Source: an optimization exercise on an open RTL-to-GDS flow (aim: small area and a short achievable clock period). Production flows keep margins and buffers that such runs may drop. The RTL was checked by simulation tests, not by an equivalence proof against the original design. No activity file was given, so power comes from the tool's default toggle rates.

==> build 75: inputs <==
Design interrupt_controller, start of the top module:
module interrupt_controller(
	pclk_i,
	prst_i,
	penable_i,
	pready_o,
	pwrite_i,
	paddr_i,
	pwdata_i,
	prdata_o,
	interrupt_active_i,
	interrupt_valid_o,
	interrupt_to_be_serviced_o,
	interrupt_serviced_i);
==> module interrupt_controller, before the edit <==
module interrupt_controller(
	pclk_i,
	prst_i,
	penable_i,
	pready_o,
	pwrite_i,
	paddr_i,
	pwdata_i,
	prdata_o,
	interrupt_active_i,
	interrupt_valid_o,
	interrupt_to_be_serviced_o,
	interrupt_serviced_i);
	parameter NUM_INTR=16;
	parameter WIDTH=$clog2(NUM_INTR);
	parameter S_NO_INTERRUPT = 3'b001;
	parameter S_ACTIVE_INTERRUPT = 3'b010;
	parameter S_SERVICED_DONE = 3'b100;
	input pclk_i,prst_i,penable_i,pwrite_i;
	input [WIDTH-1:0]paddr_i,pwdata_i;
	output reg pready_o;
	output reg [WIDTH-1:0] prdata_o;
	input [NUM_INTR-1:0]interrupt_active_i;
	input interrupt_serviced_i;
	output reg interrupt_valid_o;
	output reg [WIDTH-1:0] interrupt_to_be_serviced_o;
	reg [WIDTH-1:0] priority_reg[NUM_INTR-1:0];
	reg [2:0]state;
	integer i;
	reg flag;
	reg [WIDTH-1:0] highest_priority_value;
	reg [WIDTH-1:0] highest_priority_peri;
	always@(posedge pclk_i)begin
		if(prst_i==1)begin
			pready_o<=0;
			prdata_o<=0;
			for(i=0;i<NUM_INTR;i=i+1) priority_reg[i]<=0;
				end
		else begin
			if(penable_i)begin
				pready_o<=1;
				if(pwrite_i)begin
					priority_reg[paddr_i]<=pwdata_i;
				end
				else begin
					prdata_o<=priority_reg[paddr_i];
				end
			end
			else begin
				pready_o<=0;
			end
		end
	end
	always@(posedge pclk_i)begin
		if(prst_i==1)begin
			state<=S_NO_INTERRUPT;
			interrupt_valid_o<=0;
			flag=0;
			highest_priority_value=0;
	 		highest_priority_peri=0;
			interrupt_to_be_serviced_o<=0;
		end
		else begin
			case(state)
				S_NO_INTERRUPT:begin
					if(interrupt_active_i!=0) begin
						state<=S_ACTIVE_INTERRUPT;
						flag=1;
					end
					else state<=S_NO_INTERRUPT;
				end
				S_ACTIVE_INTERRUPT:begin
						flag=1;
						highest_priority_value=0;
						highest_priority_peri=0;
						for (i=0;i<NUM_INTR;i=i+1) begin
							if (interrupt_active_i[i] ==1 ) begin
								if (flag) begin
									highest_priority_value=priority_reg[i];
									highest_priority_peri=i;
									flag=0;
								end
								else begin
									if (highest_priority_value<priority_reg[i]) begin
										highest_priority_value=priority_reg[i];
										highest_priority_peri=i;
									end
						    	end
							end
						end
						interrupt_valid_o<=1;
						interrupt_to_be_serviced_o<=highest_priority_peri;
						state<=S_SERVICED_DONE;
						end
				S_SERVICED_DONE:begin
					if (interrupt_serviced_i)begin
						interrupt_valid_o<=0;
						interrupt_to_be_serviced_o<=0;
						highest_priority_value=0;
						highest_priority_peri=0;
						if (interrupt_active_i != 0) begin
							state<=S_ACTIVE_INTERRUPT;
							flag=1;
						end
						else begin
							state<= S_NO_INTERRUPT;
						end
					end
                end
				endcase
		end
end
endmodule
make LEC_CHECK=0 CAP_MARGIN=20 CORE_MARGIN=2 CORE_UTILIZATION=40 SLEW_MARGIN=20 finish   # period 30.0 ns
run.sh (not shown) runs the stock make flow with config.mk's settings and CLKGATE_MAP_FILE= SYNTH_SCRIPT=/design/flow/synth_recipe.tcl, a recipe that flattens the netlist after the stock synthesis.
==> build 41: changes against build 75 <==
==> flow/design.v (replaced) <==
module interrupt_controller(
	pclk_i,
	prst_i,
	penable_i,
	pready_o,
	pwrite_i,
	paddr_i,
	pwdata_i,
	prdata_o,
	interrupt_active_i,
	interrupt_valid_o,
	interrupt_to_be_serviced_o,
	interrupt_serviced_i);
	input pclk_i,prst_i,penable_i,pwrite_i;
	input [3:0] paddr_i,pwdata_i;
	output reg pready_o;
	output reg [3:0] prdata_o;
	input [15:0] interrupt_active_i;
	input interrupt_serviced_i;
	output reg interrupt_valid_o;
	output reg [3:0] interrupt_to_be_serviced_o;
	reg arb;
	integer i;
	genvar g;
	reg [15:0] pb3, pb2, pb1, pb0;
	wire [3:0] wdata = pwdata_i & {4{~prst_i}};
	wire wr = penable_i & pwrite_i;
	wire [15:0] sel;
	generate
		for (g = 0; g < 16; g = g + 1) begin : regs
			assign sel[g] = paddr_i == g;
			always @(posedge pclk_i)
				if (prst_i | (wr & sel[g])) begin
					pb3[g] <= wdata[3];
					pb2[g] <= wdata[2];
					pb1[g] <= wdata[1];
					pb0[g] <= wdata[0];
				end
		end
	endgenerate
	wire [3:0] rdata = {|(sel & pb3), |(sel & pb2), |(sel & pb1), |(sel & pb0)};
	always @(posedge pclk_i) begin
		pready_o <= penable_i & ~prst_i;
		if (prst_i | (penable_i & ~pwrite_i))
			prdata_o <= rdata & {4{~prst_i}};
	end
	wire [15:0] c3 = interrupt_active_i;
	wire h3 = |(c3 & pb3);
	wire h2 = h3 ? |(c3 & pb3 & pb2) : |(c3 & pb2);
	wire [15:0] c1 = c3 & (pb3 | {16{~h3}}) & (pb2 | {16{~h2}});
	wire h1 = |(c1 & pb1);
	wire h0 = h1 ? |(c1 & pb1 & pb0) : |(c1 & pb0);
	wire [15:0] cw = c1 & (pb1 | {16{~h1}}) & (pb0 | {16{~h0}});
	wire [3:0] nz, lo_odd, lo_hi;
	generate
		for (g = 0; g < 4; g = g + 1) begin : quad
			wire [3:0] q = cw[4*g+3:4*g];
			assign nz[g] = |q;
			assign lo_hi[g] = ~q[0] & ~q[1];
			assign lo_odd[g] = ~q[0] & (q[1] | ~q[2]);
		end
	endgenerate
	wire [3:0] fq = {nz[3] & ~nz[2] & ~nz[1] & ~nz[0], nz[2] & ~nz[1] & ~nz[0],
	                 nz[1] & ~nz[0], nz[0]};
	wire [3:0] winner = {fq[3] | fq[2], fq[3] | fq[1], |(fq & lo_hi), |(fq & lo_odd)};
	always @(posedge pclk_i) begin
		if (prst_i) begin
			arb <= 1'b0;
			interrupt_valid_o <= 1'b0;
			interrupt_to_be_serviced_o <= 4'd0;
		end else begin
			arb <= (|interrupt_active_i) &
			       ((~arb & ~interrupt_valid_o) | (interrupt_valid_o & interrupt_serviced_i));
			interrupt_valid_o <= arb | (interrupt_valid_o & ~interrupt_serviced_i);
			if (arb) interrupt_to_be_serviced_o <= winner;
			else if (interrupt_serviced_i) interrupt_to_be_serviced_o <= 4'd0;
		end
	end
endmodule
==> flow/flow/run.sh (new file) <==
#!/bin/bash
# Own layout flow: the standard flow (standard.sh) with
#  - the standard synthesis, except that ABC maps with flow/abc.script
#    (registers are mapped before ABC runs, so they are unchanged),
#  - smaller port buffers,
#  - timing repair aimed at a setup slack margin below the clock period.
# Each step's full output is in standard_flow.log and ORFS's logs/.
set -euo pipefail
source flow/params.sh
export MY_ABC_SCRIPT=$PWD/flow/abc.script
args=("BUFFER_PORTS_ARGS=-buffer_cell $PORT_BUF" "SETUP_SLACK_MARGIN=$MARGIN")
if [[ "${OWN_ABC:-1}" == 1 ]]; then args+=("SYNTH_SCRIPT=$PWD/flow/synth.tcl"); fi
bash standard.sh "${args[@]}" finish > standard_flow.log 2>&1
==> flow/flow/abc.script (new file) <==
&get -n
 &st
 &dch
 &nf -R 1000
 &put
 topo
 upsize -c
 dnsize -c
==> flow/flow/params.sh (new file) <==
PORT_BUF=sky130_fd_sc_hd__buf_1
MARGIN=20
==> flow/flow/synth.tcl (new file) <==
# synth_recipe.tcl (the standard synthesis), with ABC's script replaced by
# flow/abc.script when MY_ABC_SCRIPT names it.
proc synth {args} { yosys synth -nofsm -noshare {*}$args }
proc abc {args} {
  set i [lsearch -exact $args -script]
  if { $i >= 0 && [info exists ::env(MY_ABC_SCRIPT)] } {
    lset args [expr {$i + 1}] $::env(MY_ABC_SCRIPT)
  }
  puts "abc wrapper: $args"
  yosys abc {*}$args
}
source $::env(SCRIPTS_DIR)/synth.tcl
# left out here: clear keep_hierarchy, flatten, clean up, hide names made inside functions, write 1_2_yosys.v
==> flow/standard.sh (new file) <==
#!/bin/bash
# synth_recipe.tcl (not shown) runs the flow's synth.tcl, then flattens the netlist and writes it again
# the make line also repeats each setting of config.mk as NAME=value (left out here)
make -C /OpenROAD-flow-scripts/flow DESIGN_CONFIG=/design/flow/config.mk WORK_HOME=/design/flow/orfs CLKGATE_MAP_FILE= SYNTH_SCRIPT=/design/flow/synth_recipe.tcl "${@:-finish}"
Settings changed: ABC_AREA from default to 1, CTS_BUF_LIST from default to sky130_fd_sc_hd__clkbuf_8, CTS_CLUSTER_DIAMETER from default to 150, CTS_CLUSTER_SIZE from default to 25.
removed: flow/run.sh
==> comparison <==
Sequential share of layout area: build 41 is higher than build 75 (20 points).
Against build 75, the non-clock buffer count of build 41 is lower by 6.
Of build 41 and build 75, build 75 has the higher combinational power (gap 75%, measured against build 75).
Cell area: build 41 is smaller than build 75 (42%).
Against build 75, the clock power of build 41 is smaller by about 40%.
Against build 41, the worst setup slack of build 75 is lower by 19 ns.
Utilization: build 41 is lower than build 75 (0.16 points).
Of build 41 and build 75, build 75 has the higher synthesized cell count (gap 57%, measured against build 75).
Cell count: build 41 is smaller than build 75 (about 50%).

========
==> 04-15: inputs <==
RTL: one of the versions met above, not the one the previous note started from.
==> module interrupt_controller, before the edit <==
module interrupt_controller(
	pclk_i,
	prst_i,
	penable_i,
	pready_o,
	pwrite_i,
	paddr_i,
	pwdata_i,
	prdata_o,
	interrupt_active_i,
	interrupt_valid_o,
	interrupt_to_be_serviced_o,
	interrupt_serviced_i);
	input pclk_i,prst_i,penable_i,pwrite_i;
	input [3:0] paddr_i,pwdata_i;
	output reg pready_o;
	output reg [3:0] prdata_o;
	input [15:0] interrupt_active_i;
	input interrupt_serviced_i;
	output reg interrupt_valid_o;
	output reg [3:0] interrupt_to_be_serviced_o;
	reg arb;
	integer i;
	genvar g;
	reg [15:0] pb3, pb2, pb1, pb0;
	wire [3:0] wdata = pwdata_i & {4{~prst_i}};
	wire wr = penable_i & pwrite_i;
	wire [15:0] sel;
	generate
		for (g = 0; g < 16; g = g + 1) begin : regs
			assign sel[g] = paddr_i == g;
			always @(posedge pclk_i)
				if (prst_i | (wr & sel[g])) begin
					pb3[g] <= wdata[3];
					pb2[g] <= wdata[2];
					pb1[g] <= wdata[1];
					pb0[g] <= wdata[0];
				end
		end
	endgenerate
	wire [3:0] rdata = {|(sel & pb3), |(sel & pb2), |(sel & pb1), |(sel & pb0)};
	always @(posedge pclk_i) begin
		pready_o <= penable_i & ~prst_i;
		if (prst_i | (penable_i & ~pwrite_i))
			prdata_o <= rdata & {4{~prst_i}};
	end
	wire [15:0] c3 = interrupt_active_i;
	wire h3 = |(c3 & pb3);
	wire h2 = h3 ? |(c3 & pb3 & pb2) : |(c3 & pb2);
	wire [15:0] c1 = c3 & (pb3 | {16{~h3}}) & (pb2 | {16{~h2}});
	wire h1 = |(c1 & pb1);
	wire h0 = h1 ? |(c1 & pb1 & pb0) : |(c1 & pb0);
	wire [15:0] cw = c1 & (pb1 | {16{~h1}}) & (pb0 | {16{~h0}});
	wire [3:0] nz, lo_odd, lo_hi;
	generate
		for (g = 0; g < 4; g = g + 1) begin : quad
			wire [3:0] q = cw[4*g+3:4*g];
			assign nz[g] = |q;
			assign lo_hi[g] = ~q[0] & ~q[1];
			assign lo_odd[g] = ~q[0] & (q[1] | ~q[2]);
		end
	endgenerate
	wire [3:0] fq = {nz[3] & ~nz[2] & ~nz[1] & ~nz[0], nz[2] & ~nz[1] & ~nz[0],
	                 nz[1] & ~nz[0], nz[0]};
	wire [3:0] winner = {fq[3] | fq[2], fq[3] | fq[1], |(fq & lo_hi), |(fq & lo_odd)};
	always @(posedge pclk_i) begin
		if (prst_i) begin
			arb <= 1'b0;
			interrupt_valid_o <= 1'b0;
			interrupt_to_be_serviced_o <= 4'd0;
		end else begin
			arb <= (|interrupt_active_i) &
			       ((~arb & ~interrupt_valid_o) | (interrupt_valid_o & interrupt_serviced_i));
			interrupt_valid_o <= arb | (interrupt_valid_o & ~interrupt_serviced_i);
			if (arb) interrupt_to_be_serviced_o <= winner;
			else if (interrupt_serviced_i) interrupt_to_be_serviced_o <= 4'd0;
		end
	end
endmodule
Settings: LEC_CHECK=0, ABC_AREA=1, CAP_MARGIN=20, CORE_MARGIN=2, CORE_UTILIZATION=40, CTS_BUF_LIST=sky130_fd_sc_hd__clkbuf_8, SLEW_MARGIN=20; clock period 30.0 ns.
standard.sh (not shown) runs the stock make flow with config.mk's settings and CLKGATE_MAP_FILE= SYNTH_SCRIPT=/design/flow/synth_recipe.tcl, a recipe that flattens the netlist after the stock synthesis.
==> flow/flow/run.sh <==
#!/bin/bash
# Own layout flow: the standard flow (standard.sh) with
#  - the standard synthesis, except that ABC maps with flow/abc.script
#    (registers are mapped before ABC runs, so they are unchanged),
#  - smaller port buffers,
#  - timing repair aimed at a setup slack margin below the clock period.
# Each step's full output is in standard_flow.log and ORFS's logs/.
set -euo pipefail
source flow/params.sh
export MY_ABC_SCRIPT=$PWD/flow/abc.script
args=("BUFFER_PORTS_ARGS=-buffer_cell $PORT_BUF" "SETUP_SLACK_MARGIN=$MARGIN")
if [[ "${OWN_ABC:-1}" == 1 ]]; then args+=("SYNTH_SCRIPT=$PWD/flow/synth.tcl"); fi
bash standard.sh "${args[@]}" finish > standard_flow.log 2>&1
==> flow/flow/abc.script <==
&get -n
 &st
 &dch
 &nf -R 1000
 &put
 topo
 upsize -c
 dnsize -c
==> flow/flow/params.sh <==
PORT_BUF=sky130_fd_sc_hd__buf_1
MARGIN=20
==> flow/flow/synth.tcl <==
# synth_recipe.tcl (the standard synthesis), with ABC's script replaced by
# flow/abc.script when MY_ABC_SCRIPT names it.
proc synth {args} { yosys synth -nofsm -noshare {*}$args }
proc abc {args} {
  set i [lsearch -exact $args -script]
  if { $i >= 0 && [info exists ::env(MY_ABC_SCRIPT)] } {
    lset args [expr {$i + 1}] $::env(MY_ABC_SCRIPT)
  }
  puts "abc wrapper: $args"
  yosys abc {*}$args
}
source $::env(SCRIPTS_DIR)/synth.tcl
# left out here: clear keep_hierarchy, flatten, clean up, hide names made inside functions, write 1_2_yosys.v
==> inputs of 07-28, as changes to 04-15 <==
--- a/flow/config.mk
+++ b/flow/config.mk
@@ -8,6 +8,7 @@
 export ABC_AREA = 1
 export CAP_MARGIN = 20
 export CORE_MARGIN = 2
-export CORE_UTILIZATION = 40
+export CORE_UTILIZATION = 70
 export CTS_BUF_LIST = sky130_fd_sc_hd__clkbuf_8
+export PLACE_DENSITY = 0.85
 export SLEW_MARGIN = 20
==> inputs of 07-11, as changes to 04-15 <==
--- a/flow/design.v
+++ b/flow/design.v
@@ -51,18 +51,14 @@
 	wire h1 = |(c1 & pb1);
 	wire h0 = h1 ? |(c1 & pb1 & pb0) : |(c1 & pb0);
 	wire [15:0] cw = c1 & (pb1 | {16{~h1}}) & (pb0 | {16{~h0}});
-	wire [3:0] nz, lo_odd, lo_hi;
-	generate
-		for (g = 0; g < 4; g = g + 1) begin : quad
-			wire [3:0] q = cw[4*g+3:4*g];
-			assign nz[g] = |q;
-			assign lo_hi[g] = ~q[0] & ~q[1];
-			assign lo_odd[g] = ~q[0] & (q[1] | ~q[2]);
-		end
-	endgenerate
-	wire [3:0] fq = {nz[3] & ~nz[2] & ~nz[1] & ~nz[0], nz[2] & ~nz[1] & ~nz[0],
-	                 nz[1] & ~nz[0], nz[0]};
-	wire [3:0] winner = {fq[3] | fq[2], fq[3] | fq[1], |(fq & lo_hi), |(fq & lo_odd)};
+	wire [3:0] winner;
+	wire lo8 = |cw[7:0];
+	wire [7:0] e8 = lo8 ? cw[7:0] : cw[15:8];
+	wire lo4 = |e8[3:0];
+	wire [3:0] e4 = lo4 ? e8[3:0] : e8[7:4];
+	wire lo2 = |e4[1:0];
+	wire [1:0] e2 = lo2 ? e4[1:0] : e4[3:2];
+	assign winner = {~lo8 & (|cw[15:8]), ~lo4, ~lo2, ~e2[0]} & {4{|cw}};
 	always @(posedge pclk_i) begin
 		if (prst_i) begin
 			arb <= 1'b0;
==> flow/run.sh (new file) <==
#!/bin/bash
# synth_recipe.tcl (not shown) runs the flow's synth.tcl, then flattens the netlist and writes it again
# the make line also repeats each setting of config.mk as NAME=value (left out here)
make -C /OpenROAD-flow-scripts/flow DESIGN_CONFIG=/design/flow/config.mk WORK_HOME=/design/flow/orfs CLKGATE_MAP_FILE= SYNTH_SCRIPT=/design/flow/synth_recipe.tcl finish
--- a/flow/config.mk
+++ b/flow/config.mk
@@ -9,5 +9,4 @@
 export CAP_MARGIN = 20
 export CORE_MARGIN = 2
 export CORE_UTILIZATION = 40
-export CTS_BUF_LIST = sky130_fd_sc_hd__clkbuf_8
 export SLEW_MARGIN = 20
removed: flow/flow/run.sh
removed: flow/flow/abc.script
removed: flow/flow/params.sh
removed: flow/flow/synth.tcl
removed: flow/standard.sh
==> results.txt <==
| Group | Metric | Reported |
| --- | --- | --- |
| logic synthesis | Dominant combinational cell family by area after synthesis | compound AO/OA/AOI/OAI gates |
| critical path | Setup slack on the worst flop-to-flop path | 25640 ps |
| placement | Post-DP HPWL | 8.99 mm |
| routing | DR iter-0 viols | 711 |
| power | Internal power | 209 uW |
| critical path | Worst setup path startpoint | interrupt_active_i[8] |
| floorplanning | Full die area | 6470 um^2 |
| logic synthesis | Post-Syn Area | 4090 um^2 |
| layout | Post-route design area | 4650 um^2 |
| outcome | Run status | no timing/DRC/antenna violations |
| placement | Worst slack at placement | 19650 ps |
The numbers above come from 07-28.

==> results.txt <==
| Group | Metric | Reported |
| --- | --- | --- |
| outcome | Run status | no timing/DRC/antenna violations |
| placement | Post-DP HPWL | 9.22 mm |
| layout | Post-route design area | 4650 um^2 |
| power | Internal power | 175 uW |
| routing | DR iter-0 viols | 449 |
| logic synthesis | Post-Syn Area | 4090 um^2 |
| critical path | Setup slack on the worst flop-to-flop path | 25560 ps |
| floorplanning | Full die area | 11000 um^2 |
| placement | Worst slack at placement | 19590 ps |
| critical path | Worst setup path startpoint | interrupt_active_i[10] |
The numbers above come from 04-15.

==> results.txt <==
| Group | Metric | Reported |
| --- | --- | --- |
| critical path | Worst setup path startpoint | interrupt_active_i[0] |
| placement | Worst slack at placement | 19730 ps |
| outcome | Run status | no timing/DRC/antenna violations |
| critical path | Setup slack on the worst flop-to-flop path | 25750 ps |
| logic synthesis | Dominant combinational cell family by area after synthesis | simple AND/OR/NAND/NOR gates |
| layout | Post-route design area | 5500 um^2 |
| logic synthesis | Post-Syn Area | 4690 um^2 |
The numbers above come from 07-11.

static timing again, ports no longer ideal:
No port has a modelled driver above. Below, the same layouts with a new extraction and two added sets of constraints.
Step 1, drivers: a clkbuf_16 drives pclk_i and a buf_2 each remaining input, both assumed.
Step 2 adds t to the input delays and takes it off the output delays; t is the mean of the earliest and latest rising clock arrival at the registers after step 1. Input paths then give back, and output paths get back, about the clock's delay inside the block.
a / b / c = ideal ports / drivers / drivers and shift; a / b = the first two.
run	t (ns)	setup slack, ns	hold WS [ns]	worst setup path at the end	slew at the worst register clock pin (ns)
build 75	0.367	1.606 / 1.623 / 1.256	0.503 / 0.503 / 0.503	input to register	0.06 / 0.06
build 41	0.380	20.227 / 20.238 / 19.858	0.459 / 0.459 / 0.459	input to register	0.07 / 0.07
04-15	0.380	20.227 / 20.238 / 19.858	0.459 / 0.459 / 0.459	input to register	0.07 / 0.07
07-28	0.377	20.303 / 20.310 / 19.934	0.452 / 0.452 / 0.452	input to register	0.08 / 0.08
07-11	0.386	20.054 / 20.072 / 19.687	0.468 / 0.468 / 0.468	input to register	0.06 / 0.06
After both steps setup and hold are still met in every run listed.
